What follows belongs to an exercise in optimizing a design on an open flow for small area; a production flow would make more cautious choices.
Only simulation tests tie the RTL to the original design; equivalence was not proved.
Power figures rest on the tool's default switching activity, not on a simulated workload.

v6:
==> flow/design.v <==
module c_decode (
    input  logic [31:0] inst,
    input  logic        pc,
    output logic        next_comp16,
    output logic [31:0] compressed_inst_out
);
    logic [15:0] c;
    logic [2:0]  f3;
    logic [4:0]  rd, rs2, rdp, rs1p;
    logic [11:0] imm6;
    logic [19:0] jimm;
    logic [11:0] bimm;
    logic [31:0] x;
    localparam logic [31:0] NOP = 32'h0000_0013;
    assign c    = pc ? inst[31:16] : inst[15:0];
    assign f3   = c[15:13];
    assign rd   = c[11:7];
    assign rs2  = c[6:2];
    assign rdp  = {2'b01, c[4:2]};
    assign rs1p = {2'b01, c[9:7]};
    assign imm6 = {{7{c[12]}}, c[6:2]};
    assign jimm = {{9{c[12]}}, c[8], c[10:9], c[6], c[7], c[2], c[11], c[5:3], 1'b0};
    assign bimm = {{4{c[12]}}, c[6:5], c[2], c[11:10], c[4:3], 1'b0};
    assign next_comp16 = (c != 16'h0) & (c[1:0] != 2'b11);
    always_comb begin
        x = NOP;
        casez (c[1:0])
        2'b00: case (f3)
            3'b000: x = {c[10:7], c[12:11], c[5], c[6], 4'b0, 5'h02, 3'b000, rdp, 7'b0010011};
            3'b010: x = {5'b0, c[5], c[12:10], c[6], 2'b0, rs1p, 3'b010, rdp, 7'b0000011};
            3'b110: x = {5'b0, c[5], c[12], rdp, rs1p, 3'b010, c[11:10], c[6], 2'b0, 7'b0100011};
            default: x = NOP;
            endcase
        2'b?1: case (f3)
            3'b000: x = (rd == 5'b0) ? NOP : {imm6, rd, 3'b000, rd, 7'b0010011};
            3'b001: x = {jimm[19], jimm[9:0], jimm[10], jimm[18:11], 5'h01, 7'b1101111};
            3'b010: x = {imm6, 5'h00, 3'b000, rd, 7'b0010011};
            3'b011: x = (rd == 5'h02) ? {{11{c[12]}}, c[4:3], c[5], c[2], c[6], 4'b0, 5'h02, 7'b0110111}
                                      : {{3{c[12]}}, c[6:2], 12'b0, rd, 7'b0110111};
            3'b100: case (c[11:10])
                2'b00: x = {7'b0000000, c[6:2], rs1p, 3'b101, rs1p, 7'b0010011};
                2'b01: x = {7'b0100000, c[6:2], rs1p, 3'b101, rs1p, 7'b0010011};
                2'b10: x = {imm6, rs1p, 3'b111, rs1p, 7'b0010011};
                2'b11: case (c[6:5])
                    2'b00: x = {7'b0100000, rdp, rs1p, 3'b000, rs1p, 7'b0110011};
                    2'b01: x = {7'b0000000, rdp, rs1p, 3'b100, rs1p, 7'b0110011};
                    2'b10: x = {7'b0000000, rdp, rs1p, 3'b110, rs1p, 7'b0110011};
                    2'b11: x = {7'b0000000, rdp, rs1p, 3'b111, rs1p, 7'b0110011};
                    endcase
                endcase
            3'b101: x = {jimm[19], jimm[9:0], jimm[10], jimm[18:11], 5'h00, 7'b1101111};
            3'b110: x = {bimm[11], bimm[9:4], 5'h00, rs1p, 3'b000, bimm[3:0], bimm[10], 7'b1100011};
            3'b111: x = {bimm[11], bimm[9:4], 5'h00, rs1p, 3'b001, bimm[3:0], bimm[10], 7'b1100011};
            endcase
        2'b10: case (f3)
            3'b000: x = {7'b0, c[6:2], rd, 3'b001, rd, 7'b0010011};
            3'b010: x = {4'b0, c[3:2], c[12], c[6:4], 2'b0, 5'h02, 3'b010, rd, 7'b0000011};
            3'b100: if (!c[12]) x = (rs2 == 5'h0 && rd != 5'h0) ? {12'h0, rd, 3'b000, 5'h00, 7'b1100111}
                                                               : {7'b0, rs2, 5'h00, 3'b000, rd, 7'b0110011};
                    else if (rs2 == 5'h0) x = (rd == 5'h0) ? 32'h0010_0073 : {12'h0, rd, 3'b000, 5'h01, 7'b1100111};
                    else x = {7'b0, rs2, rd, 3'b000, rd, 7'b0110011};
            3'b110: x = {4'b0, c[8:7], c[12], rs2, 5'h02, 3'b010, c[11:9], 2'b0, 7'b0100011};
            default: x = NOP;
            endcase
        endcase
    end
    assign compressed_inst_out = next_comp16 ? x : inst;
endmodule
module c_misalign (
    input   logic           clk,
    input   logic           reset,
    input   logic           sel_for_branch,
    input   logic   [31:0]  inst_in,
    output  logic           st_s0,
    output  logic           st_s1,
    output  logic   [29:0]  split_inst
);
    logic [15:0] conc_lo;
    logic [13:0] conc_hi;
    logic        mis_d;
    logic [13:0] upper;
    logic        st_a, st_b;        
    logic        is_mis, s2;
    assign is_mis     = inst_in[17] & inst_in[16];
    assign st_s1      = st_a;
    assign st_s0      = ~st_a & ~st_b;
    assign s2         = ~st_a & st_b;
    assign split_inst = {conc_lo, upper};
    always_ff @(posedge clk) begin
        conc_lo <= inst_in[15:0];
        conc_hi <= inst_in[31:18];
        mis_d   <= is_mis;
        if (!(st_a & st_b)) upper <= conc_hi;
    end
    always_ff @(posedge clk) begin
        if (reset) begin
            st_a <= 1'b0;
            st_b <= 1'b0;
        end else begin
            st_a <= (st_s0 & is_mis) | (s2 & ~sel_for_branch & mis_d);
            st_b <= (st_a & ~sel_for_branch) | (s2 & ~sel_for_branch & mis_d);
        end
    end
endmodule
module c_top(
    input   logic           clk,
    input   logic           reset_i,
    input   logic   [31:0]  pc_i,
    input   logic   [31:0]  instr_i,
    input   logic           br_taken_i,
    output  logic   [31:0]  pc_realigned_o,
    output  logic           pc_half_o,
    output  logic           stall_o,
    output  logic   [31:0]  instr_o
);
    logic        s0, s1;
    logic [29:0] split_inst;
    logic        comp16;
    logic [31:0] expanded;
    c_misalign misalign (
        .clk            (clk),
        .reset          (reset_i),
        .sel_for_branch (br_taken_i),
        .inst_in        (instr_i),
        .st_s0          (s0),
        .st_s1          (s1),
        .split_inst     (split_inst)
    );
    c_decode decode (
        .inst                (instr_i),
        .pc                  (pc_i[1]),
        .next_comp16         (comp16),
        .compressed_inst_out (expanded)
    );
    assign stall_o        = s1;
    logic [31:1] carry;
    assign pc_realigned_o[0] = pc_i[0];
    genvar i;
    for (i = 1; i < 31; i++) begin : g_inc
        logic co;
        assign {co, pc_realigned_o[i]} = pc_i[i] + carry[i];
        if (i != 15) assign carry[i+1] = co;
    end
    assign carry[1]  = s1;
    assign carry[16] = s1 & (&pc_i[15:1]);
    assign pc_realigned_o[31] = pc_i[31] ^ carry[31];
    assign pc_half_o      = s0 & comp16;
    assign instr_o        = s0 ? expanded : s1 ? 32'h0000_0013 : {split_inst, 2'b11};
endmodule
==> flow/config.mk <==
export PLATFORM = sky130hd
export DESIGN_NAME = c_top
export DESIGN_NICKNAME = c_top
export VERILOG_FILES = /design/flow/design.v
export SDC_FILE = /design/flow/constraint.sdc
export NUM_CORES = 4
export LEC_CHECK = 0
export CAP_MARGIN = 20
export CORE_MARGIN = 2
export CORE_UTILIZATION = 40
export GPL_TIMING_DRIVEN = 0
export SETUP_SLACK_MARGIN = 0.3
export SLEW_MARGIN = 20
==> flow/constraint.sdc <==
create_clock -name core_clock -period 10.0 [get_ports {clk}]
set_input_delay 2.0000 -clock core_clock [delete_from_list [all_inputs] [get_ports {clk}]]
set_output_delay 2.0000 -clock core_clock [all_outputs]
set_load 0.01 [all_outputs]
standard.sh (not shown) runs the stock make flow with config.mk's settings and CLKGATE_MAP_FILE= SYNTH_SCRIPT=/design/flow/synth_recipe.tcl, a recipe that flattens the netlist after the stock synthesis.
==> flow/flow/run.sh <==
#!/bin/bash
# Own layout flow: the standard ORFS flow (standard.sh) with these changes:
#  - synthesis maps the logic with area-oriented ABC scripts (see synth.tcl)
#    instead of ORFS's delay-oriented one; everything else in synthesis,
#    including register mapping and naming, is the standard flow's synthesis script;
#  - every port gets the smallest buffer (buf_1) rather than the default;
#  - the clock tree is built from clkbuf_8 alone, without dummy loads.
# Each step's full output goes to its own log in this folder.
set -euo pipefail
W=$(pwd)
F=$W/flow
export MY_ABC_SEEDS="1 2 3 4 5 6 7 8"
export MY_ABC_SECONDS=40
export BUFFER_PORTS_ARGS="-buffer_cell sky130_fd_sc_hd__buf_1"
# clock tree: clkbuf_8 only, no dummy load cells
export CTS_ARGS="-sink_clustering_enable -repair_clock_nets -dont_use_dummy_load -buf_list sky130_fd_sc_hd__clkbuf_8"
ARGS=(SYNTH_SCRIPT=$F/synth.tcl "BUFFER_PORTS_ARGS=$BUFFER_PORTS_ARGS")
bash standard.sh "${ARGS[@]}" synth > synth.log 2>&1
bash standard.sh "${ARGS[@]}" finish > layout.log 2>&1
==> flow/flow/synth.tcl <==
# The standard flow's synthesis script (synth_recipe.tcl), with ABC's delay-oriented
# mapping replaced by an area-oriented one: ABC's deep synthesis (&deepsyn)
# followed by area mapping (amap), with and without structural choices,
# tried with several random seeds; the smallest result is kept. Register
# mapping and naming are untouched.
proc synth {args} { yosys synth -nofsm -noshare {*}$args }
proc chip_area {} {
  set lib_args {}
  foreach lib $::env(LIB_FILES) { lappend lib_args -liberty $lib }
  set s [tee -q -s result.string stat {*}$lib_args]
  regexp {Chip area for module '[^']*': ([0-9.]+)} $s -> area
  return $area
}
proc abc {args} {
  set i [lsearch -exact $args -script]
  design -save pre_abc
  set best ""
  foreach seed $::env(MY_ABC_SEEDS) {
  foreach choices {0 1} {
    # with choices: structural choices (dch) before mapping; without: map
    # deepsyn's network as it is
    set script $::env(RESULTS_DIR)/area_abc_${seed}_$choices.script
    set f [open $script w]
    set map [expr {$choices ? "dch -f\namap" : "amap"}]
    puts $f "strash\n&get -n\n&deepsyn -T $::env(MY_ABC_SECONDS) -S $seed\n&put\n$map\ntopo"
    close $f
    design -load pre_abc
    lset args [expr {$i + 1}] $script
    yosys abc {*}$args
    set area [chip_area]
    puts "area-oriented ABC, seed $seed, choices $choices: chip area $area"
    if { $best eq "" || $area < $best } {
      set best $area
      design -save best_abc
    }
  }
  }
  design -load best_abc
  puts "area-oriented ABC: kept chip area $best"
}
source $::env(SCRIPTS_DIR)/synth.tcl
# left out here: clear keep_hierarchy, flatten, clean up, hide names made inside functions, write 1_2_yosys.v
Inputs modified between v6 and v7:
--- a/flow/flow/run.sh
+++ b/flow/flow/run.sh
@@ -2,2 +2,2 @@
-# Own layout flow: the standard ORFS flow (standard.sh) with these changes:
-#  - synthesis maps the logic with area-oriented ABC scripts (see synth.tcl)
+# Own layout flow: the standard ORFS flow (standard.sh) with two changes:
+#  - synthesis maps the logic with an area-oriented ABC script (area.abc)
@@ -12,2 +12 @@
-export MY_ABC_SEEDS="1 2 3 4 5 6 7 8"
-export MY_ABC_SECONDS=40
+export MY_ABC_SCRIPT=$F/area.abc
==> flow/flow/area.abc (new file) <==
strash
&get -n
&deepsyn -T 60
&put
dch -f
amap
topo
==> flow/flow/synth.tcl <==
# The standard flow's synthesis script (synth_recipe.tcl), with ABC's mapping script
# replaced by flow/area.abc.
proc synth {args} { yosys synth -nofsm -noshare {*}$args }
proc abc {args} {
  set i [lsearch -exact $args -script]
  if { $i >= 0 } { lset args [expr {$i + 1}] $::env(MY_ABC_SCRIPT) }
  yosys abc {*}$args
}
source $::env(SCRIPTS_DIR)/synth.tcl
# left out here: clear keep_hierarchy, flatten, clean up, hide names made inside functions, write 1_2_yosys.v
--- a/flow/config.mk
+++ b/flow/config.mk
@@ -10,3 +10,2 @@
-export CORE_UTILIZATION = 40
-export GPL_TIMING_DRIVEN = 0
-export SETUP_SLACK_MARGIN = 0.3
+export CORE_UTILIZATION = 65
+export PLACE_DENSITY = 0.75
--- outcome ---
Transition time at the pin with the least slew margin in v7 is 49 ps lower than in v6
v6 → v7: cell count after synthesis +about 5%; total vias in the final route climbed 355; worst setup slack rose by 600 ps; clock skew rose by 5.2 ps.
Routed wire length: v7 < v6
On sequential share of layout area: v7 sits above v6.
v6 -> v7: leakage power figure increased slightly
Of v7 and v6, the lower clock transition at the registers of the reported paths belongs to v7.

-- what the ideal ports hide --
How much do the figures lean on ideal ports? The routed layouts below were timed once more, with nothing changed but the port constraints.
Step 1: set_driving_cell puts a clkbuf_16 on clk and a buf_2 on each other input, an assumption about the parent block.
Step 2 adds t to the input delays and takes it off the output delays; t is the mean of the earliest and latest rising clock arrival at the registers after step 1. Input paths then give back, and output paths get back, about the clock's delay inside the block.
a / b / c = no drivers / after step 1 / after step 2; a / b = the first two.
run | t (ns) | setup WS [ns] | worst hold slack (ns) | cell pins on the clock port's net
v6 | 0.323 | 0.707 / 0.683 / 0.683 | 0.406 / 0.406 / 0.406 | 1
v7 | 0.323 | 1.310 / 1.281 / 1.281 | 0.409 / 0.409 / 0.409 | 1
After both steps every run listed still meets setup and hold. For v7, which loses most, drivers alone change the setup slack by -0.029 ns; drivers and shift together by -0.029 ns.
